Context: an optimization exercise on an open-source flow, tuned for a short achievable clock period and few clock cycles. The choices shown serve that exercise and are no tape-out recipe.
Function was checked by simulation only, so behaviour that the tests miss may differ from the original.
Power and IR drop assume default switching activity.

==> flow/design.v <==
`timescale 1ns/10ps
module reg_file(clock,raddr1,rout1,raddr2,rout2,raddr3,rout3,wen,waddr,win);
input           clock;
input   [2:0]   raddr1,raddr2,raddr3;
output  [15:0]  rout1,rout2,rout3;
input           wen;
input   [2:0]   waddr;
input   [15:0]  win;
reg     [15:0]  ram[7:1];
assign rout1 = raddr1 ? ram[raddr1] : 16'd0;
assign rout2 = raddr2 ? ram[raddr2] : 16'd0;
assign rout3 = raddr3 ? ram[raddr3] : 16'd0;
always @(posedge clock)
    if (wen && waddr != 3'd0)
        ram[waddr] <= win;
endmodule
`timescale 1ns/10ps
module fetch_module(clock,resetn,hold,bc,a,off,imem_addr);
input           clock;
input           resetn;
input           hold;
input   [3:0]   bc;
input   [15:0]  a;
input   [15:0]  off;
output  [11:0]  imem_addr;
reg  [12:0] pc;
reg  [12:0] pc2;
wire z     = (a == 16'd0);
wire taken = (bc[0] & z) | (bc[1] & !z) | (bc[2] & !a[15]) | (bc[3] & a[15]);
wire [15:0] tgt, tgt2, pc4, unused0, unused1, unused2;
ks_adder add_t (.a({3'd0, pc}),  .b(off),   .cin(1'b0), .sum(tgt),  .sumn(unused0));
ks_adder add_t2(.a({3'd0, pc2}), .b(off),   .cin(1'b0), .sum(tgt2), .sumn(unused1));
ks_adder add_4 (.a({3'd0, pc2}), .b(16'd2), .cin(1'b0), .sum(pc4),  .sumn(unused2));
assign imem_addr = pc[12:1];
always @(posedge clock or negedge resetn)
if (!resetn) begin
    pc  <= 13'd0;
    pc2 <= 13'd2;
end else begin
    pc  <= taken ? tgt[12:0]  : hold ? pc  : pc2;
    pc2 <= taken ? tgt2[12:0] : hold ? pc2 : pc4[12:0];
end
endmodule
`timescale 1ns/10ps
module decode_module(op,rd,sel,wen,imm);
input  [3:0]  op;
input  [2:0]  rd;
output [10:0] sel;
output        wen;
output        imm;
parameter NOP = 4'd0;
parameter ADD = 4'd1;
parameter SUB = 4'd2;
parameter AND = 4'd3;
parameter OR  = 4'd4;
parameter NOT = 4'd5;
parameter SL  = 4'd6;
parameter SR  = 4'd7;
parameter SRU = 4'd8;
parameter ADDI= 4'd9;
parameter LD  = 4'd10;
parameter ST  = 4'd11;
parameter BR  = 4'd12;
assign sel[0]  = (op == ADD) || (op == ADDI);
assign sel[1]  = (op == SUB);
assign sel[2]  = (op == AND);
assign sel[3]  = (op == OR);
assign sel[4]  = (op == NOT);
assign sel[5]  = (op == SL);
assign sel[6]  = (op == SR);
assign sel[7]  = (op == SRU);
assign sel[8]  = (op == LD);
assign sel[9]  = (op == ST);
assign sel[10] = (op == BR);
assign wen     = (op >= ADD) && (op <= LD) && (rd != 3'd0);
assign imm     = (op == ADDI) || (op == LD) || (op == ST);
endmodule
`timescale 1ns/10ps
module and16(a,b,y);
input  [15:0] a, b;
output [15:0] y;
assign y = a & b;
endmodule
module xor16(a,b,y);
input  [15:0] a, b;
output [15:0] y;
assign y = a ^ b;
endmodule
module xnor16(a,b,y);
input  [15:0] a, b;
output [15:0] y;
assign y = ~(a ^ b);
endmodule
module pfx17(g,p,gl,pl,go,po);
input  [16:0] g, p, gl, pl;
output [16:0] go, po;
assign go = g | (p & gl);
assign po = p & pl;
endmodule
module mux16(s,a,b,y);
input         s;
input  [15:0] a, b;
output [15:0] y;
assign y = s ? b : a;
endmodule
module ks_adder(a,b,cin,sum,sumn);
input  [15:0] a, b;
input         cin;
output [15:0] sum, sumn;
wire [15:0] g, p;
and16 u_g(.a(a), .b(b), .y(g));
xor16 u_p(.a(a), .b(b), .y(p));
wire [16:0] g0 = {g, cin};
wire [16:0] p0 = {p, 1'b0};
wire [16:0] g1, p1, g2, p2, g3, p3, g4, p4;
pfx17 l1(.g(g0), .p(p0), .gl({g0[15:0], 1'b0}),  .pl({p0[15:0], 1'b1}),  .go(g1), .po(p1));
pfx17 l2(.g(g1), .p(p1), .gl({g1[14:0], 2'b0}),  .pl({p1[14:0], 2'b11}), .go(g2), .po(p2));
pfx17 l3(.g(g2), .p(p2), .gl({g2[12:0], 4'b0}),  .pl({p2[12:0], 4'hf}),  .go(g3), .po(p3));
pfx17 l4(.g(g3), .p(p3), .gl({g3[8:0], 8'b0}),   .pl({p3[8:0], 8'hff}),  .go(g4), .po(p4));
xor16  u_s (.a(p), .b(g4[15:0]), .y(sum));
xnor16 u_sn(.a(p), .b(g4[15:0]), .y(sumn));
endmodule
module ao16(sa,sb,c,a,b,y);
input         sa, sb, c;
input  [15:0] a, b;
output [15:0] y;
assign y = ({16{sa}} & a) | ({16{sb}} & b) | {16{c}};
endmodule
module ao16n(sa,sb,c,a,b,y);
input         sa, sb, c;
input  [15:0] a, b;
output [15:0] y;
assign y = ~(({16{sa}} & a) | ({16{sb}} & b) | {16{c}});
endmodule
module shifter(xl,xr,sl,sr,big,fill,l,r,ln,rn);
input  [15:0] xl, xr;
input  [3:0]  sl, sr;
input         big;
input         fill;
output [15:0] l, r, ln, rn;
wire [15:0] l1, l2, l3, r1, r2, r3;
mux16 ul1(.s(sl[0]), .a(xl), .b({xl[14:0], 1'b0}), .y(l1));
mux16 ul2(.s(sl[1]), .a(l1), .b({l1[13:0], 2'b0}), .y(l2));
mux16 ul3(.s(sl[2]), .a(l2), .b({l2[11:0], 4'b0}), .y(l3));
mux16 ur1(.s(sr[0]), .a(xr), .b({fill, xr[15:1]}),       .y(r1));
mux16 ur2(.s(sr[1]), .a(r1), .b({{2{fill}}, r1[15:2]}),  .y(r2));
mux16 ur3(.s(sr[2]), .a(r2), .b({{4{fill}}, r2[15:4]}),  .y(r3));
wire la = !sl[3] & !big;
wire lb = sl[3] & !big;
wire ra = !sr[3] & !big;
wire rb = sr[3] & !big;
wire bf = big & fill;
ao16  ul4 (.sa(la), .sb(lb), .c(1'b0), .a(l3), .b({l3[7:0], 8'b0}), .y(l));
ao16n ul4n(.sa(la), .sb(lb), .c(1'b0), .a(l3), .b({l3[7:0], 8'b0}), .y(ln));
ao16  ur4 (.sa(ra), .sb(rb), .c(bf), .a(r3), .b({{8{fill}}, r3[15:8]}), .y(r));
ao16n ur4n(.sa(ra), .sb(rb), .c(bf), .a(r3), .b({{8{fill}}, r3[15:8]}), .y(rn));
endmodule
module alu_module(cin,lsel,sra,a,b,xa,xb,xl,xr,sal,sar,sum,sumn,lg,shl,shr,shln,shrn,big,fill);
input         cin;
input  [1:0]  lsel;
input         sra;
input  [15:0] a, b, xa, xb, xl, xr;
input  [3:0]  sal, sar;
output [15:0] sum, sumn, lg, shl, shr, shln, shrn;
output        big, fill;
ks_adder add(.a(a), .b(b), .cin(cin), .sum(sum), .sumn(sumn));
assign lg   = lsel[1] ? (lsel[0] ? ~xa : (xa | xb)) : (xa & xb);
assign big  = |xb[15:4];
assign fill = sra & xr[15];
shifter sh(.xl(xl), .xr(xr), .sl(sal), .sr(sar), .big(big), .fill(fill), .l(shl), .r(shr), .ln(shln), .rn(shrn));
endmodule
`timescale 1ns/10ps
module mem_module(clock,resetn,st,base,off,sdata,dmem_addr,dmem_we,dmem_wdata);
input         clock;
input         resetn;
input         st;
input  [15:0] base;
input  [15:0] off;
input  [15:0] sdata;
output [11:0] dmem_addr;
output        dmem_we;
output [15:0] dmem_wdata;
reg    [11:0] dmem_addr;
reg           dmem_we;
reg    [15:0] dmem_wdata;
wire   [12:0] ea = base[12:0] + off[12:0];
always @(posedge clock or negedge resetn)
if (!resetn)
    dmem_we <= 1'b0;
else
    dmem_we <= st;
always @(posedge clock) begin
    dmem_addr  <= ea[12:1];
    dmem_wdata <= sdata;
end
endmodule
`timescale 1ns/10ps
module wb_module(clock,resetn,wen,waddr,wdata,rf_we,rf_waddr,rf_wdata);
input           clock;
input           resetn;
input           wen;
input   [2:0]   waddr;
input   [15:0]  wdata;
output          rf_we;
output  [2:0]   rf_waddr;
output  [15:0]  rf_wdata;
reg         rf_we;
reg  [2:0]  rf_waddr;
reg  [15:0] rf_wdata;
always @(posedge clock or negedge resetn)
if (!resetn)
    rf_we <= 1'b0;
else
    rf_we <= wen;
always @(posedge clock) begin
    rf_waddr <= waddr;
    rf_wdata <= wdata;
end
endmodule
`timescale 1ns/10ps
module aoi22_16(s0,s1,d0,d1,y);
input         s0, s1;
input  [15:0] d0, d1;
output [15:0] y;
assign y = ~(({16{s0}} & d0) | ({16{s1}} & d1));
endmodule
module aoi21_16(s,d,o,y);
input         s;
input  [15:0] d, o;
output [15:0] y;
assign y = ~(({16{s}} & d) | o);
endmodule
module nand2_16(a,b,y);
input  [15:0] a, b;
output [15:0] y;
assign y = ~(a & b);
endmodule
module nand4_16(a,b,c,d,y);
input  [15:0] a, b, c, d;
output [15:0] y;
assign y = ~(a & b & c & d);
endmodule
module inv16(a,y);
input  [15:0] a;
output [15:0] y;
assign y = ~a;
endmodule
module fsel3(s0,s1,s2,d0,d1,d2,o,y);
input         s0, s1, s2;
input  [15:0] d0, d1, d2, o;
output [15:0] y;
wire   [15:0] n1, n2;
aoi22_16 u1(.s0(s0), .s1(s1), .d0(d0), .d1(d1), .y(n1));
aoi21_16 u2(.s(s2), .d(d2), .o(o), .y(n2));
nand2_16 u3(.a(n1), .b(n2), .y(y));
endmodule
module fsel6(s0,s1,s2,s3,s4,s5,d0,d1,d2,d3,d4,d5,o,y);
input         s0, s1, s2, s3, s4, s5;
input  [15:0] d0, d1, d2, d3, d4, d5, o;
output [15:0] y;
wire   [15:0] n1, n2, n3, n4;
aoi22_16 u1(.s0(s0), .s1(s1), .d0(d0), .d1(d1), .y(n1));
aoi22_16 u2(.s0(s2), .s1(s3), .d0(d2), .d1(d3), .y(n2));
aoi22_16 u3(.s0(s4), .s1(s5), .d0(d4), .d1(d5), .y(n3));
inv16    u4(.a(o), .y(n4));
nand4_16 u5(.a(n1), .b(n2), .c(n3), .d(n4), .y(y));
endmodule
module fwd_detect(rs1,rs2,rd,ex_wen,ex_rd,mem_wen,mem_rd,e1,e2,ed,m1,m2,md);
input  [2:0] rs1, rs2, rd, ex_rd, mem_rd;
input        ex_wen, mem_wen;
output       e1, e2, ed, m1, m2, md;
assign e1 = ex_wen && (ex_rd == rs1);
assign e2 = ex_wen && (ex_rd == rs2);
assign ed = ex_wen && (ex_rd == rd);
assign m1 = mem_wen && (mem_rd == rs1);
assign m2 = mem_wen && (mem_rd == rs2);
assign md = mem_wen && (mem_rd == rd);
endmodule
module cpu(clock,resetn,imem_addr,imem_rdata,dmem_addr,dmem_we,dmem_wdata,dmem_rdata,
           rf_we,rf_waddr,rf_wdata);
input       clock;
input       resetn;
output [11:0] imem_addr;
input  [15:0] imem_rdata;
output [11:0] dmem_addr;
output        dmem_we;
output [15:0] dmem_wdata;
input  [15:0] dmem_rdata;
output        rf_we;
output [2:0]  rf_waddr;
output [15:0] rf_wdata;
wire [15:0] inst = imem_rdata;
wire [3:0]  op   = inst[15:12];
wire [2:0]  rd   = inst[11:9];
wire [2:0]  rs1  = inst[8:6];
wire [2:0]  rs2  = inst[5:3];
wire [15:0] sx   = {{10{inst[5]}}, inst[5:0]};
wire [10:0] dec_sel;
wire        dec_wen;
wire        dec_imm;
decode_module decode(.op(op), .rd(rd), .sel(dec_sel), .wen(dec_wen), .imm(dec_imm));
wire use1     = (op != 4'd0);                                   
wire use2     = (op != 4'd0) && (op <= 4'd8) && (op != 4'd5);   
wire dec_add  = dec_sel[0] | dec_sel[1];                        
wire dec_shl  = dec_sel[5];                                     
wire dec_shr  = dec_sel[6] | dec_sel[7];                        
wire dec_xa   = (|dec_sel[10:8]) | (|dec_sel[4:2]);              
wire dec_xb   = |dec_sel[7:2];                                  
wire dec_sub  = dec_sel[1];
wire dec_bpos = dec_sel[0] & !dec_imm;                          
reg         ex_wen, ex_ld;
reg  [2:0]  ex_rd;
reg         ex_usum, ex_ulg, ex_ush, ex_shr;    
wire [15:0] ex_sum, ex_sumn, ex_lg, ex_shl, ex_shrv, ex_shln, ex_shrn;
wire        ex_big, ex_fill;
reg         mem_wen, mem_ld;
reg  [2:0]  mem_rd;
reg  [15:0] mem_alu;
wire [15:0] mem_res = mem_ld ? dmem_rdata : mem_alu;
wire [15:0] rf1, rf2, rfd;
reg_file regs(.clock(clock),
              .raddr1(rs1), .rout1(rf1),
              .raddr2(rs2), .rout2(rf2),
              .raddr3(rd),  .rout3(rfd),
              .wen(mem_wen), .waddr(mem_rd), .win(mem_res));
wire e1, e2, ed, m1, m2, md;
fwd_detect fwd(.rs1(rs1), .rs2(rs2), .rd(rd), .ex_wen(ex_wen), .ex_rd(ex_rd),
               .mem_wen(mem_wen), .mem_rd(mem_rd),
               .e1(e1), .e2(e2), .ed(ed), .m1(m1), .m2(m2), .md(md));
wire stall = ex_ld && ((e1 && use1) || (e2 && use2));
wire ex_sl  = ex_ush & !ex_shr;
wire ex_sr  = ex_ush & ex_shr;
wire [15:0] ex_early = {16{ex_ulg}} & ex_lg;
wire [15:0] o1 = e1 ? ex_early : m1 ? mem_res : rf1;
wire [15:0] o2 = e2 ? ex_early : m2 ? mem_res : rf2;
wire late2 = e2 & (ex_usum | ex_sl | ex_sr);
wire [15:0] vd = md ? mem_res : rfd;
wire [15:0] ex_a_n, ex_b_n, ex_xa_n, ex_xb_n, ex_xl_n, ex_xr_n, ex_sl_n, ex_sr_n;
fsel3 sel_a (.s0(dec_add & e1 & ex_usum), .s1(dec_add & e1 & ex_sl), .s2(dec_add & e1 & ex_sr),
             .d0(ex_sum), .d1(ex_shl), .d2(ex_shrv),
             .o({16{dec_add}} & o1), .y(ex_a_n));
fsel3 sel_xa(.s0(dec_xa & e1 & ex_usum), .s1(dec_xa & e1 & ex_sl), .s2(dec_xa & e1 & ex_sr),
             .d0(ex_sum), .d1(ex_shl), .d2(ex_shrv),
             .o({16{dec_xa}} & o1), .y(ex_xa_n));
fsel3 sel_xb(.s0(dec_xb & e2 & ex_usum), .s1(dec_xb & e2 & ex_sl), .s2(dec_xb & e2 & ex_sr),
             .d0(ex_sum), .d1(ex_shl), .d2(ex_shrv),
             .o({16{dec_xb}} & o2), .y(ex_xb_n));
fsel3 sel_xl(.s0(dec_shl & e1 & ex_usum), .s1(dec_shl & e1 & ex_sl), .s2(dec_shl & e1 & ex_sr),
             .d0(ex_sum), .d1(ex_shl), .d2(ex_shrv),
             .o({16{dec_shl}} & o1), .y(ex_xl_n));
fsel3 sel_xr(.s0(dec_shr & e1 & ex_usum), .s1(dec_shr & e1 & ex_sl), .s2(dec_shr & e1 & ex_sr),
             .d0(ex_sum), .d1(ex_shl), .d2(ex_shrv),
             .o({16{dec_shr}} & o1), .y(ex_xr_n));
fsel3 sel_sl(.s0(dec_shl & e2 & ex_usum), .s1(dec_shl & e2 & ex_sl), .s2(dec_shl & e2 & ex_sr),
             .d0(ex_sum), .d1(ex_shl), .d2(ex_shrv),
             .o({16{dec_shl}} & o2), .y(ex_sl_n));
fsel3 sel_sr(.s0(dec_shr & e2 & ex_usum), .s1(dec_shr & e2 & ex_sl), .s2(dec_shr & e2 & ex_sr),
             .d0(ex_sum), .d1(ex_shl), .d2(ex_shrv),
             .o({16{dec_shr}} & o2), .y(ex_sr_n));
fsel6 sel_b (.s0(dec_bpos & e2 & ex_usum), .s1(dec_bpos & e2 & ex_sl), .s2(dec_bpos & e2 & ex_sr),
             .s3(dec_sub & e2 & ex_usum),  .s4(dec_sub & e2 & ex_sl),  .s5(dec_sub & e2 & ex_sr),
             .d0(ex_sum), .d1(ex_shl), .d2(ex_shrv), .d3(ex_sumn), .d4(ex_shln), .d5(ex_shrn),
             .o(dec_imm ? sx : dec_sub ? (late2 ? 16'd0 : ~o2) : dec_bpos ? o2 : 16'd0), .y(ex_b_n));
reg  [15:0] ex_a, ex_b, ex_xa, ex_xb, ex_xl, ex_xr, ex_s, ex_sx;
reg  [3:0]  ex_sal, ex_sar;
reg  [3:0]  ex_bc;
reg  [1:0]  ex_lsel;
reg         ex_st, ex_cin, ex_sra, ex_sfwd;
always @(posedge clock or negedge resetn)
if (!resetn) begin
    ex_usum <= 1'b0;
    ex_ulg  <= 1'b0;
    ex_ush  <= 1'b0;
    ex_st   <= 1'b0;
    ex_wen  <= 1'b0;
    ex_ld   <= 1'b0;
    ex_rd   <= 3'd0;
    ex_bc   <= 4'd0;
    ex_sfwd <= 1'b0;
end else begin
    ex_usum <= !stall && dec_add;
    ex_ulg  <= !stall && (dec_sel[2] | dec_sel[3] | dec_sel[4]);
    ex_ush  <= !stall && (dec_sel[5] | dec_sel[6] | dec_sel[7]);
    ex_st   <= !stall && dec_sel[9];
    ex_wen  <= !stall && dec_wen;
    ex_ld   <= !stall && dec_sel[8];
    ex_rd   <= rd;
    ex_bc   <= (stall || !dec_sel[10]) ? 4'd0 :
               {rd != 3'd0 && rd != 3'd1 && rd != 3'd3, rd == 3'd1, rd == 3'd3, rd == 3'd0};
    ex_sfwd <= ed;
end
always @(posedge clock) begin
    ex_a    <= ex_a_n;
    ex_b    <= ex_b_n;
    ex_xa   <= ex_xa_n;
    ex_xb   <= ex_xb_n;
    ex_xl   <= ex_xl_n;
    ex_xr   <= ex_xr_n;
    ex_sal  <= ex_sl_n[3:0];
    ex_sar  <= ex_sr_n[3:0];
    ex_cin  <= dec_sub;
    ex_s    <= vd;
    ex_sx   <= sx;
    ex_lsel <= {dec_sel[3] | dec_sel[4], dec_sel[4]};
    ex_shr  <= dec_sel[6] | dec_sel[7];
    ex_sra  <= dec_sel[7];
end
alu_module alu(.cin(ex_cin), .lsel(ex_lsel), .sra(ex_sra), .a(ex_a), .b(ex_b), .xl(ex_xl), .xr(ex_xr), .sal(ex_sal), .sar(ex_sar),
               .xa(ex_xa), .xb(ex_xb), .sum(ex_sum), .sumn(ex_sumn), .lg(ex_lg),
               .shl(ex_shl), .shr(ex_shrv), .shln(ex_shln), .shrn(ex_shrn),
               .big(ex_big), .fill(ex_fill));
wire [15:0] alu_res;
fsel3 sel_m(.s0(ex_usum), .s1(ex_sl), .s2(ex_sr), .d0(ex_sum), .d1(ex_shl), .d2(ex_shrv),
            .o(ex_early), .y(alu_res));
mem_module mem(.clock(clock), .resetn(resetn), .st(ex_st), .base(ex_xa), .off(ex_sx),
               .sdata(ex_sfwd ? mem_res : ex_s),
               .dmem_addr(dmem_addr), .dmem_we(dmem_we), .dmem_wdata(dmem_wdata));
fetch_module fetch(.clock(clock), .resetn(resetn), .hold(stall), .bc(ex_bc),
                   .a(ex_xa), .off(ex_sx), .imem_addr(imem_addr));
always @(posedge clock or negedge resetn)
if (!resetn) begin
    mem_wen <= 1'b0;
    mem_ld  <= 1'b0;
    mem_rd  <= 3'd0;
end else begin
    mem_wen <= ex_wen;
    mem_ld  <= ex_ld;
    mem_rd  <= ex_rd;
end
always @(posedge clock)
    mem_alu <= alu_res;
wb_module wb(.clock(clock), .resetn(resetn), .wen(mem_wen), .waddr(mem_rd), .wdata(mem_res),
             .rf_we(rf_we), .rf_waddr(rf_waddr), .rf_wdata(rf_wdata));
endmodule
==> flow/run.sh <==
#!/bin/bash
# synth_recipe.tcl (not shown) runs the flow's synth.tcl, then flattens the netlist and writes it again
# the make line also repeats each setting of config.mk as NAME=value (left out here)
make -C /OpenROAD-flow-scripts/flow DESIGN_CONFIG=/design/flow/config.mk WORK_HOME=/design/flow/orfs CLKGATE_MAP_FILE= SYNTH_SCRIPT=/design/flow/synth_recipe.tcl finish
==> flow/config.mk <==
export PLATFORM = sky130hd
export DESIGN_NAME = cpu
export DESIGN_NICKNAME = cpu
export VERILOG_FILES = /design/flow/design.v
export SDC_FILE = /design/flow/constraint.sdc
export NUM_CORES = 4
export LEC_CHECK = 0
export CAP_MARGIN = 20
export CORE_MARGIN = 2
export CORE_UTILIZATION = 40
export SETUP_SLACK_MARGIN = 2.7
export SLEW_MARGIN = 20
export SYNTH_HIERARCHICAL = 1
==> flow/constraint.sdc <==
create_clock -name core_clock -period 5.0 [get_ports {clock}]
set_input_delay 1.0000 -clock core_clock [delete_from_list [all_inputs] [get_ports {clock}]]
set_output_delay 1.0000 -clock core_clock [all_outputs]
set_load 0.01 [all_outputs]
==> results of run 1 <==
-- registers in the layout (all words and copies together), names as in the netlist, 6 cells and up --
register and count:
ex_sx 6, mem.dmem_wdata 16, mem_alu 16, ex_a 16, ex_b 16, ex_xa 16
ex_xr 16, ex_xb 16, wb.rf_wdata 16, fetch.pc2 13, regs.ram 112, mem.dmem_addr 12
ex_s 16, ex_xl 16, fetch.pc 13
-- worst reg2reg max path: cells and delay by family (launching register included) --
family / cells / cell delay (ps)
flops: 1 / 410
mux: 3 / 860
simple gates: 1 / 100
buf+inv: 3 / 390
compound gates: 2 / 610
-- through the flow --
step	std cells	area (um2)	hold slack, ps	util	total power (W)
final	3845	35000	357	0.520	0.0120
after global routing	3845	35000	361	0.520	0.0125
after CTS	3807	34000	363	0.505	0.0118
after detailed placement	3564	29000	350	0.430	0.00769
after global placement	3564	29000	338	0.430	0.00763
after floorplan	2729	28600	331	-	0.00662
-- worst max-delay path by stage --
stage                              start                        end  slack [ps]  depth (start not counted)
after global routing       imem_rdata[3]           ex_b[11]$_DFF_P_        2410                         11
final                      imem_rdata[3]           ex_b[12]$_DFF_P_        2450                         12
after detailed placement   imem_rdata[5]            ex_b[2]$_DFF_P_         750                          8
after floorplan           imem_rdata[12]  fetch.pc2[10]$_DFFE_PN0P_        2140                          8
after CTS                  imem_rdata[3]           ex_b[11]$_DFF_P_        2490                         11
after global placement     imem_rdata[5]            ex_b[2]$_DFF_P_         790                          8
-- power by group through the flow --
stage                     clock [W]  sequential (W)  combinational, W
after CTS                   0.00365         0.00368           0.00448
after global placement            0         0.00375           0.00388
final                       0.00360         0.00370           0.00466
after floorplan                   0         0.00360           0.00302
after global routing        0.00376         0.00373           0.00500
after detailed placement          0         0.00377           0.00392
-- routing by layer --
metal	up-vias	share of wire	wire length, um	GRT usage
li1	10200	-	-	-
met1	11300	0.41	40300	0.346
met4	0	0.043	4250	0.114
met2	1102	0.46	45300	0.444
met5	-	0	0	0
met3	266	0.080	7820	0.0541
-- what timing repair did --
item,4_1_cts,5_1_grt
setup endpoints to repair,231,150
resized for setup,448,131
cloned,24,3
setup buffers,137,35
pin swaps,147,103
-- final cells by class --
cell class | count | share of cell area
clock inverters | 19 | 0.0105
well taps | 873 | 0.0312
flip-flops and latches | 353 | 0.242
clock buffers | 63 | 0.0361
multi-input cells | 2152 | 0.566
repair buffers | 344 | 0.110
inverters | 41 | 0.00450
==> flow_summary.json, run 1 <==
{
  "status": "complete, no violations",
  "clock-root-buffer": "clkbuf_16",
  "die_y_um": 265,
  "slowest_delay_ps": 320,
  "r2r-end": "ex_xl[14]$_DFF_P_",
  "end_kind": "flop",
  "worstSkewPairLatency_ps": 620,
  "r2r-start": "ex_sal[0]$_DFF_P_",
  "setup_viol": 0,
  "cts_htree_levels": 2,
  "drcViolationCount": 0,
  "cts_num_sinks": 353,
  "hold_end": "mem.dmem_we$_DFF_PN0_",
  "layout_setup_ws_ps": 2450,
  "core_area_um2": 67400,
  "grt_max_degree": 73,
  "worstPathArrival_ps": 3070,
  "worstHoldPathCells": 0,
  "wl_mm": 97.7,
  "drtIter0Drc": 2192,
  "grt_use_total": 0.270,
  "rows": 95,
  "required_ps": 5520,
  "numCtsBuffers": 44,
  "cts_max_path_buffers": 3,
  "fillCellCount": 5809,
  "power_frac_comb": 0.390,
  "mostFrequentLayoutCells": "and2_1, a21o_1, dfxtp_1",
  "syn_to_final_growth_pct": 28.3,
  "ys_warn_count": 11,
  "post-place-ws_ps": 750,
  "syn_area_um2": 27300,
  "crit_family": "buffers and inverters",
  "critPathLaunchType": "primary input",
  "p_sw_w": 0.00418,
  "grt_pass1_vias": 23100,
  "p_int_w": 0.00778,
  "worstSetupPathType": "primary input to flop",
  "avgSynthCellArea_um2": 10.6,
  "setup_tns_ps": 0,
  "grt_pass1_wl_mm": 145,
  "viasPerCell": 5.95,
  "rsz0062_at_grt": "yes",
  "cts_tree": "built",
  "initial_utilization": 0.405,
  "fp.dieW_um": 265,
  "min_from": "ex_st$_DFF_PN0_",
  "seqCellArea_um2": 8470,
  "grt_overflow_total": 0,
  "syn-instance-count": 2572,
  "skew_ps": 46.5,
  "maxCapViolations": 0,
  "powerDensity_nw_per_um2": 341,
  "cp_max_fo": 5,
  "pwr-share-clk": 0.301,
  "nets": 2982,
  "multiInputGateArea_um2": 19800,
  "period_minus_slack_ps": 2550,
  "hold_viol": 0,
  "clkTransAtPathRegs_ps": 60,
  "drt-pass1-iter-count": 9,
  "slew_violations": 0,
  "num_vias": 22900,
  "final_layout_size_suffix_gt1_frac": 0.385,
  "pin_count": 95,
  "detail_route.wl_per_cell_um": 25.4,
  "r2r_setup_slack_ps": 2550,
  "postCtsHoldBufs": 0,
  "hold_path_class": "flop to flop",
  "slew_headroom": 0.473,
  "ant_nets": 0,
  "crit_buf_inv": 6,
  "ir_worst_vdd_uv": 293,
  "port_buffers": 94,
  "power_frac_seq": 0.309,
  "layout_commonest_cell": "and2_1",
  "critical_path.slowest_cell": "a221oi_4",
  "place_congestion": 0.944,
  "leakagePower_nw": 15.3,
  "diodes": 0,
  "worst_pin_slew_ps": 790,
  "path_cells": "buf_16, buf_16, nor2b_4, buf_12, buf_4, a221oi_4, a221oi_2, a222oi_1, buf_4, mux2i_4, inv_1, nand4_1",
  "rr_worst_depth": 9,
  "max_freq_mhz": 392,
  "die_area_um2": 70400,
  "antenna_found_initial": 2,
  "swShare": 0.349,
  "fin_crit_sh": 0.510,
  "hpwl_mm": 64.9
}
Testbench counts, summed over its fixed seeds: cycles 41,155.
==> inputs of run 2 (changes only) <==
--- a/flow/config.mk
+++ b/flow/config.mk
@@ -8,6 +8,6 @@
 export CAP_MARGIN = 20
 export CORE_MARGIN = 2
 export CORE_UTILIZATION = 40
-export SETUP_SLACK_MARGIN = 2.7
+export SETUP_SLACK_MARGIN = 2.9
 export SLEW_MARGIN = 20
 export SYNTH_HIERARCHICAL = 1
==> run 2 against run 1 <==
Largest power group unchanged. Via count is 0.71% lower. Critical path type is now flop to flop. Core utilization shrank 1.4 points. Sequential share of layout area is 0.70 points higher. Critical path depth shrank 4. Still clean on timing, DRC and antenna. Critical endpoint is now mem_alu[4]$_DFF_P_.
==> flow_summary.json, run 2 <==
{
  "grt_max_degree": 49,
  "drtIter0Drc": 2177,
  "regMostFlops": "regs.ram",
  "pin_count": 95,
  "required_ps": 5480,
  "grt_use_total": 0.264,
  "cts_max_path_buffers": 3,
  "worst_pin_slew_ps": 709,
  "numCtsBuffers": 42,
  "core_area_um2": 67400,
  "cts_tree": "built",
  "power_w": 0.0117,
  "power_frac_seq": 0.311,
  "detail_route.wl_per_cell_um": 25.0,
  "clkTransAtPathRegs_ps": 60,
  "grt_pass1_vias": 23000,
  "syn_to_final_growth_pct": 24.9,
  "slew_headroom": 0.527,
  "rows": 95,
  "num_vias": 22700,
  "critPathLaunchType": "flop",
  "ys_warn_count": 11,
  "syn-instance-count": 2572,
  "swShare": 0.355,
  "cts_htree_levels": 2,
  "largest_reg_flops": 112,
  "max_freq_mhz": 409,
  "antenna_found_initial": 2,
  "end_kind": "flop",
  "ir_worst_vdd_uv": 253,
  "worstSkewPairLatency_ps": 600,
  "hold_path_class": "flop to flop",
  "final_util": 0.506,
  "port_buffers": 94,
  "nets": 2978,
  "syn_area_um2": 27300,
  "finalNonFillerCells": 3840,
  "fin_crit_sh": 0.489,
  "pwr-share-clk": 0.277,
  "die_y_um": 265,
  "mostFrequentLayoutCells": "and2_1, a21o_1, buf_4",
  "period_minus_slack_ps": 2440,
  "drcViolationCount": 0,
  "grt_overflow_total": 0,
  "worstSetupPathType": "flop to flop",
  "layout_commonest_cell": "and2_1",
  "p_sw_w": 0.00414,
  "slew_violations": 0,
  "final_layout_size_suffix_gt1_frac": 0.403,
  "avgSynthCellArea_um2": 10.6,
  "power_frac_comb": 0.413,
  "status": "complete, no violations",
  "p_int_w": 0.00753,
  "worstPathArrival_ps": 2920,
  "cp_max_fo": 8,
  "initial_utilization": 0.405,
  "viasPerCell": 5.92,
  "wl_mm": 95.8,
  "setup_viol": 0,
  "skew_ps": 13.9,
  "dpl.cell_count": 3573,
  "hold_viol": 0,
  "fp.dieW_um": 265,
  "hold_slack_ps": 359,
  "powerDensity_nw_per_um2": 342,
  "clock-root-buffer": "clkbuf_16",
  "die_area_um2": 70400,
  "rsz0062_at_grt": "yes",
  "grt_pass1_wl_mm": 142,
  "maxCapViolations": 0,
  "cts_num_sinks": 353,
  "setup_tns_ps": 0,
  "postCtsHoldBufs": 0,
  "ant_nets": 0,
  "place_congestion": 0.936,
  "drt-pass1-iter-count": 8,
  "hpwl_mm": 65.1,
  "leakagePower_nw": 15.0
}
==> run 2: cell types whose count changed in the layout (fill, tap and decap cells not counted), sizes merged, moves of 2 or more <==
cell	change
dlygate4sd2	-55
a221o	-2
buf	+65
bufinv	-5
clkbuf	-3
clkinvlp	+2
diode	+2
bufbuf	-4
clkdlybuf4s15	-6
==> run 2: final cells by class <==
class	count	area, um2
antenna	2	5.00
multi-input combinational	2151	19600
fill	5958	33300
inverter	41	154
timing repair buffer	343	3380
clock inverter	16	198
clock buffer	61	1240
tap	873	1090
sequential	353	8480
==> run 2: worst paths after layout <==
path / start / to / slack (ps) / cells past startpoint
worst max-delay path: ex_sal[0]$_DFF_P_ / mem_alu[4]$_DFF_P_ / 2560 / 8
worst min register to register: ex_st$_DFF_PN0_ / mem.dmem_we$_DFF_PN0_ / 360 / 0
max in group asynchronous: resetn / ex_rd[0]$_DFF_PN0_ / 4110 / 1
worst min-delay path: ex_st$_DFF_PN0_ / mem.dmem_we$_DFF_PN0_ / 360 / 0
worst max register to register: ex_sal[0]$_DFF_P_ / mem_alu[4]$_DFF_P_ / 2560 / 8
min in group asynchronous: resetn / fetch.pc[11]$_DFFE_PN0P_ / 430 / 1
==> run 2: repair_timing <==
action,CTS,global route
resized for setup,590,102
endpoints found under the setup margin,240,168
pin swaps,138,80
setup buffers,133,39
gates cloned,14,2
==> run 2: metrics by stage <==
stage	worst slack (ps)	cell area, um2
finish	2560	34100
global placement	926	29200
global route	2520	34100
floorplan	2140	28800
detailed placement	864	29200
CTS	2600	33200
==> run 2: routing by layer <==
metal	global-route usage	share of wire	vias to the layer above
met4	0.116	0.047	2
met1	0.324	0.40	11200
met2	0.446	0.47	1039
met3	0.0532	0.077	295
met5	0	0.00014	-
li1	-	-	10200
==> run 2: power by group through the flow <==
stage | Clock [W] | Combinational, W | Sequential, W
CTS | 0.00327 | 0.00458 | 0.00362
floorplan | 0 | 0.00303 | 0.00360
finish | 0.00323 | 0.00482 | 0.00363
global route | 0.00339 | 0.00513 | 0.00366
global placement | 0 | 0.00394 | 0.00374
detailed placement | 0 | 0.00397 | 0.00375
==> run 2: worst max-delay path, stage by stage (launching register included) <==
cell     delay [ps]
dfxtp_4         420
buf_6           140
mux2_4          310
mux2_4          280
mux2_4          320
a221o_2         470
buf_12          170
a22oi_2         130
nand2_1          80
==> inputs of run 3 (changes only) <==
--- a/flow/config.mk
+++ b/flow/config.mk
@@ -8,6 +8,6 @@
 export CAP_MARGIN = 20
 export CORE_MARGIN = 2
 export CORE_UTILIZATION = 40
-export SETUP_SLACK_MARGIN = 2.9
+export SETUP_SLACK_MARGIN = 3.1
 export SLEW_MARGIN = 20
 export SYNTH_HIERARCHICAL = 1
==> run 3 against run 2 <==
Die area stayed put. Synthesized area stayed put. Flip-flop and latch count stayed put. Clock power is 2% lower. Clock skew is 26 ps higher. Register-to-register slack worse by 40 ps. Cell area is 2.1% higher. Non-clock buffer count is 19 higher. Maximum frequency is 1.5% lower. Worst hold slack better by 1.6 ps. Sequential share of layout area is 0.37 points lower. Critical path depth stayed put.
==> flow_summary.json, run 3 <==
{
  "syn_area_um2": 27300,
  "hold_viol": 0,
  "worstSetupPathType": "flop to flop",
  "syn_to_final_growth_pct": 27.5,
  "ys_warn_count": 11,
  "largest_reg_flops": 112,
  "drcViolationCount": 0,
  "pin_count": 95,
  "fin_crit_sh": 0.496,
  "critPathLaunchType": "flop",
  "fillCellCount": 5823,
  "regMostFlops": "regs.ram",
  "port_buffers": 94,
  "skew_ps": 40.3,
  "syn-instance-count": 2572,
  "leakagePower_nw": 15.2,
  "grt_overflow_total": 0,
  "ant_nets": 0,
  "cts_max_path_buffers": 3,
  "drt-pass1-iter-count": 8,
  "layout_commonest_cell": "and2_1",
  "mostFrequentLayoutCells": "and2_1, a21o_1, buf_4",
  "cp_max_fo": 7,
  "postCtsHoldBufs": 0,
  "grt_pass1_wl_mm": 145,
  "ir_worst_vdd_uv": 230,
  "detail_route.wl_per_cell_um": 25.5,
  "rsz0062_at_grt": "yes",
  "hold_path_class": "flop to flop",
  "nets": 2993,
  "wl_mm": 98.3,
  "cts_num_sinks": 353,
  "multiInputGateArea_um2": 19900,
  "slew_violations": 0,
  "maxCapViolations": 0,
  "drtIter0Drc": 2267,
  "setup_tns_ps": 0,
  "grt_use_total": 0.269,
  "final_layout_size_suffix_gt1_frac": 0.432,
  "grt_max_degree": 48,
  "finalInstanceArea_um2": 34800,
  "clock-root-buffer": "clkbuf_16",
  "r2r_setup_slack_ps": 2520,
  "hpwl_mm": 66.8,
  "place_congestion": 0.923,
  "worstPathArrival_ps": 2940,
  "max_freq_mhz": 403,
  "num_vias": 23100,
  "die_y_um": 265,
  "viasPerCell": 5.99,
  "worstSkewPairLatency_ps": 610,
  "end_kind": "flop",
  "cts_tree": "built",
  "grt_pass1_vias": 23100,
  "rows": 95,
  "period_minus_slack_ps": 2480,
  "initial_utilization": 0.405,
  "seqCellArea_um2": 8530,
  "clkTransAtPathRegs_ps": 60,
  "required_ps": 5460,
  "antenna_found_initial": 4,
  "core_area_um2": 67400,
  "dpl_cell_area_um2": 29100,
  "worst_pin_slew_ps": 1150,
  "avgSynthCellArea_um2": 10.6,
  "setup_viol": 0,
  "numCtsBuffers": 42,
  "cts_htree_levels": 2,
  "fp.dieW_um": 265,
  "status": "complete, no violations",
  "slew_headroom": 0.234,
  "powerDensity_nw_per_um2": 335,
  "die_area_um2": 70400
}
## run 3: worst paths after layout
path | from | endpoint | cells after the start
worst max-delay path | ex_sal[0]$_DFF_P_ | ex_xr[3]$_DFF_P_ | 8
min in group asynchronous | resetn | fetch.pc[8]$_DFFE_PN0P_ | 2
worst min register to register | ex_st$_DFF_PN0_ | mem.dmem_we$_DFF_PN0_ | 0
max in group asynchronous | resetn | fetch.pc2[5]$_DFFE_PN0P_ | 2
worst min-delay path | ex_st$_DFF_PN0_ | mem.dmem_we$_DFF_PN0_ | 0
worst max register to register | ex_sal[0]$_DFF_P_ | ex_xr[3]$_DFF_P_ | 8
## run 3: worst max-delay path, cell delays in order, from the launching register on
cell	delay, ps
dfxtp_4	460
buf_4	150
mux2_4	290
mux2_4	280
mux2_4	330
a221o_2	440
buf_4	160
a22oi_1	150
nand2_1	80
## run 3: per-layer routing
layer / GRT usage / part of all wire / vias up
met5: 0 / 0.00015 / -
met4: 0.116 / 0.047 / 2
met3: 0.0501 / 0.073 / 283
met2: 0.448 / 0.47 / 1074
met1: 0.342 / 0.41 / 11500
li1: - / - / 10200
## run 3: cell type report
cell class | count | area share
tap | 873 | 0.0314
sequential | 353 | 0.245
inverter | 41 | 0.00453
clock inverter | 19 | 0.00614
clock buffer | 58 | 0.0342
timing repair buffer | 362 | 0.107
antenna | 1 | 0.0000718
multi-input combinational | 2147 | 0.572
## run 3: timing repair
item                                    in CTS  in global routing
gates resized for setup                    658                174
buffers inserted                           146                 50
endpoints found under the setup margin     256                223
pin swaps                                  147                107
gates cloned                                13                  2
## run 3: stage by stage
stage,setup slack [ps],power (W),hold slack [ps],utilization,instances
final,2520,0.0117,361,0.517,3854
after floorplan,2140,0.00664,331,-,2729
after CTS,2580,0.0114,361,0.498,3801
after detailed placement,1010,0.00771,348,0.432,3565
after global routing,2500,0.0122,376,0.517,3853
after global placement,1090,0.00765,349,0.432,3565
## run 3: where the power goes
group	total (W)	leakage, nW	internal (W)	switching (W)
clock	0.00315	0.689	0.00179	0.00136
combinational	0.00486	11.3	0.00238	0.00248
sequential	0.00365	3.21	0.00332	0.000328
==> inputs of run 4 (changes only) <==
--- a/flow/config.mk
+++ b/flow/config.mk
@@ -8,6 +8,6 @@
 export CAP_MARGIN = 20
 export CORE_MARGIN = 2
 export CORE_UTILIZATION = 40
-export SETUP_SLACK_MARGIN = 3.1
+export SETUP_SLACK_MARGIN = 3.0
 export SLEW_MARGIN = 20
 export SYNTH_HIERARCHICAL = 1
==> run 4 against run 3 <==
Still clean. Clock skew decreased by 6.2 ps. Cell count grew 0.13%. Cell area up 0.39%. Count of clock-buffer cells in the layout rose by 1. Synthesized area did not move. Die area unchanged. Worst hold slack got worse by 1.0 ps. Wire length up 1.5%. Non-clock buffer count shrank 2. First-iteration DRC count is 3.9% lower. Sequential power rose by 1%. Critical path type is now primary input to flop.
==> flow_summary.json, run 4 <==
{
  "postCtsHoldBufs": 0,
  "leakagePower_nw": 15.3,
  "largest_reg_flops": 112,
  "rows": 95,
  "syn-instance-count": 2572,
  "initial_utilization": 0.405,
  "grt_overflow_total": 0,
  "finalInstanceArea_um2": 35000,
  "grt_pass1_wl_mm": 146,
  "layout_setup_ws_ps": 2470,
  "antenna_found_initial": 6,
  "numCtsBuffers": 43,
  "final_layout_size_suffix_gt1_frac": 0.431,
  "num_vias": 23100,
  "wl_mm": 99.9,
  "hold_path_class": "flop to flop",
  "period_minus_slack_ps": 2530,
  "rsz0062_at_grt": "yes",
  "critical_path.slowest_cell": "a222oi_1",
  "drtIter0Drc": 2178,
  "status": "complete, no violations",
  "place_congestion": 0.956,
  "critPathLaunchType": "primary input",
  "p_sw_w": 0.00416,
  "core_area_um2": 67400,
  "pin_count": 95,
  "hold_end": "mem.dmem_we$_DFF_PN0_",
  "fin_crit_sh": 0.506,
  "worstHoldPathCells": 0,
  "min_from": "ex_st$_DFF_PN0_",
  "die_area_um2": 70400,
  "crit_family": "buffers and inverters",
  "setup_tns_ps": 0,
  "end_kind": "flop",
  "cts_num_sinks": 353,
  "ys_warn_count": 11,
  "viasPerCell": 5.97,
  "post-place-ws_ps": 959,
  "skew_ps": 34.1,
  "ant_nets": 0,
  "r2r_setup_slack_ps": 2520,
  "cts_max_path_buffers": 3,
  "slowest_delay_ps": 320,
  "p_int_w": 0.00758,
  "cts_htree_levels": 2,
  "syn_area_um2": 27300,
  "fp.dieW_um": 265,
  "drcViolationCount": 0,
  "hold_viol": 0,
  "syn_to_final_growth_pct": 28.0,
  "hpwl_mm": 66.6,
  "avgSynthCellArea_um2": 10.6,
  "drt-pass1-iter-count": 8,
  "regMostFlops": "regs.ram",
  "worstPathArrival_ps": 3050,
  "layout_commonest_cell": "and2_1",
  "rr_worst_depth": 7,
  "worstSkewPairLatency_ps": 590,
  "worst_pin_slew_ps": 632,
  "path_cells": "buf_16, buf_12, buf_12, buf_4, mux2_4, a221oi_2, a221oi_2, a222oi_1, buf_4, mux2i_1, inv_1, nand4_1",
  "pwr-share-clk": 0.278,
  "slew_headroom": 0.578,
  "max_freq_mhz": 395,
  "cp_max_fo": 6,
  "dpl_cell_area_um2": 29200,
  "cts_tree": "built",
  "die_y_um": 265,
  "detail_route.wl_per_cell_um": 25.9,
  "powerDensity_nw_per_um2": 336,
  "grt_pass1_vias": 23000,
  "grt_use_total": 0.273,
  "slew_violations": 0,
  "clkTransAtPathRegs_ps": 60,
  "maxCapViolations": 0,
  "clock-root-buffer": "clkbuf_16",
  "crit_buf_inv": 6,
  "power_frac_comb": 0.407,
  "r2r-end": "ex_b[2]$_DFF_P_",
  "nets": 2995,
  "grt_max_degree": 48,
  "required_ps": 5520,
  "worstSetupPathType": "primary input to flop",
  "r2r-start": "ex_sar[0]$_DFF_P_",
  "setup_viol": 0,
  "swShare": 0.355,
  "mostFrequentLayoutCells": "and2_1, a21o_1, buf_4",
  "ir_worst_vdd_uv": 310,
  "hold_slack_ps": 360,
  "power_frac_seq": 0.314,
  "port_buffers": 94
}
run 4: worst reg2reg max path: stages, from the launching register on:
cell and delay (ps):
dfxtp_4 420, buf_12 150, mux2_4 310, mux2_4 280, mux2_4 330, a221o_2 480, a22oi_1 240, nand4_1 120
run 4: how the worst max path moves through the flow:
stage / from / to / slack (ps) / cells after the start
floorplan: imem_rdata[12] / fetch.pc2[10]$_DFFE_PN0P_ / 2140 / 8
finish: imem_rdata[3] / ex_b[8]$_DFF_P_ / 2470 / 12
CTS: imem_rdata[3] / ex_b[10]$_DFF_P_ / 2580 / 10
global placement: imem_rdata[14] / ex_b[11]$_DFF_P_ / 1000 / 10
global route: imem_rdata[3] / ex_b[10]$_DFF_P_ / 2420 / 10
detailed placement: imem_rdata[12] / ex_b[11]$_DFF_P_ / 960 / 9
run 4: final cells by class:
type	instances	area, um2
clock inverters	21	211
flip-flops and latches	353	8510
multi-input cells	2150	20000
clock buffers	59	1280
well taps	873	1090
fillers	5815	32400
diodes	2	5.00
inverters	41	165
repair buffers	360	3750
run 4: what timing repair did:
item | 4_1_cts | 5_1_grt
endpoints found under the setup margin | 261 | 230
gates resized for setup | 677 | 149
gates cloned | 21 | 3
buffers inserted | 152 | 30
pin swaps | 152 | 66
run 4: metal layers:
metal | share of wire | track usage | vias up
li1 | - | - | 10300
met1 | 0.40 | 0.343 | 11400
met2 | 0.47 | 0.451 | 1089
met3 | 0.080 | 0.0531 | 280
met4 | 0.051 | 0.129 | 4
met5 | 0.00018 | 0 | -
run 4: per-stage QoR:
step                       util  std cells  power, W
after floorplan               -       2729   0.00664
after global placement    0.433       3571   0.00766
final                     0.519       3859    0.0117
after CTS                 0.503       3824    0.0115
after global routing      0.519       3857    0.0123
after detailed placement  0.433       3571   0.00772
run 4: power groups by stage:
stage	clock network, W	registers [W]	logic (W)
2_1_floorplan	0	0.00360	0.00303
3_3_place_gp	0	0.00375	0.00391
3_5_place_dp	0	0.00376	0.00396
4_1_cts	0.00332	0.00367	0.00456
5_1_grt	0.00342	0.00372	0.00511
6_report	0.00327	0.00369	0.00478

==> port drivers added, routing unchanged <==
The flow's constraints put no driver on any port. The routed layouts listed below were extracted and timed again, unchanged, in two steps. Step 1: set_driving_cell puts a clkbuf_16 on clock and a buf_2 on each other input, an assumption about the parent block. Step 2 adds t to the input delays and takes it off the output delays; t is the mean of the earliest and latest rising clock arrival at the registers after step 1. Input paths then give back, and output paths get back, about the clock's delay inside the block. a / b / c = ideal ports / drivers / drivers and shift; a / b = the first two.
run | shift t [ns] | setup slack, ns | hold WS [ns] | worst setup path after step 2
run 1 | 0.660 | 2.448 / 2.449 / 1.789 | 0.357 / 0.357 / 0.357 | input to register
run 2 | 0.651 | 2.557 / 2.530 / 1.879 | 0.359 / 0.359 / 0.359 | input to register
run 3 | 0.651 | 2.520 / 2.520 / 1.883 | 0.361 / 0.361 / 0.361 | input to register
run 4 | 0.641 | 2.469 / 2.430 / 1.790 | 0.360 / 0.360 / 0.360 | input to register
After both steps setup and hold are still met in every run listed. The setup slack of run 4, which loses most, moves by -0.039 ns with the drivers and by -0.679 ns with both steps.
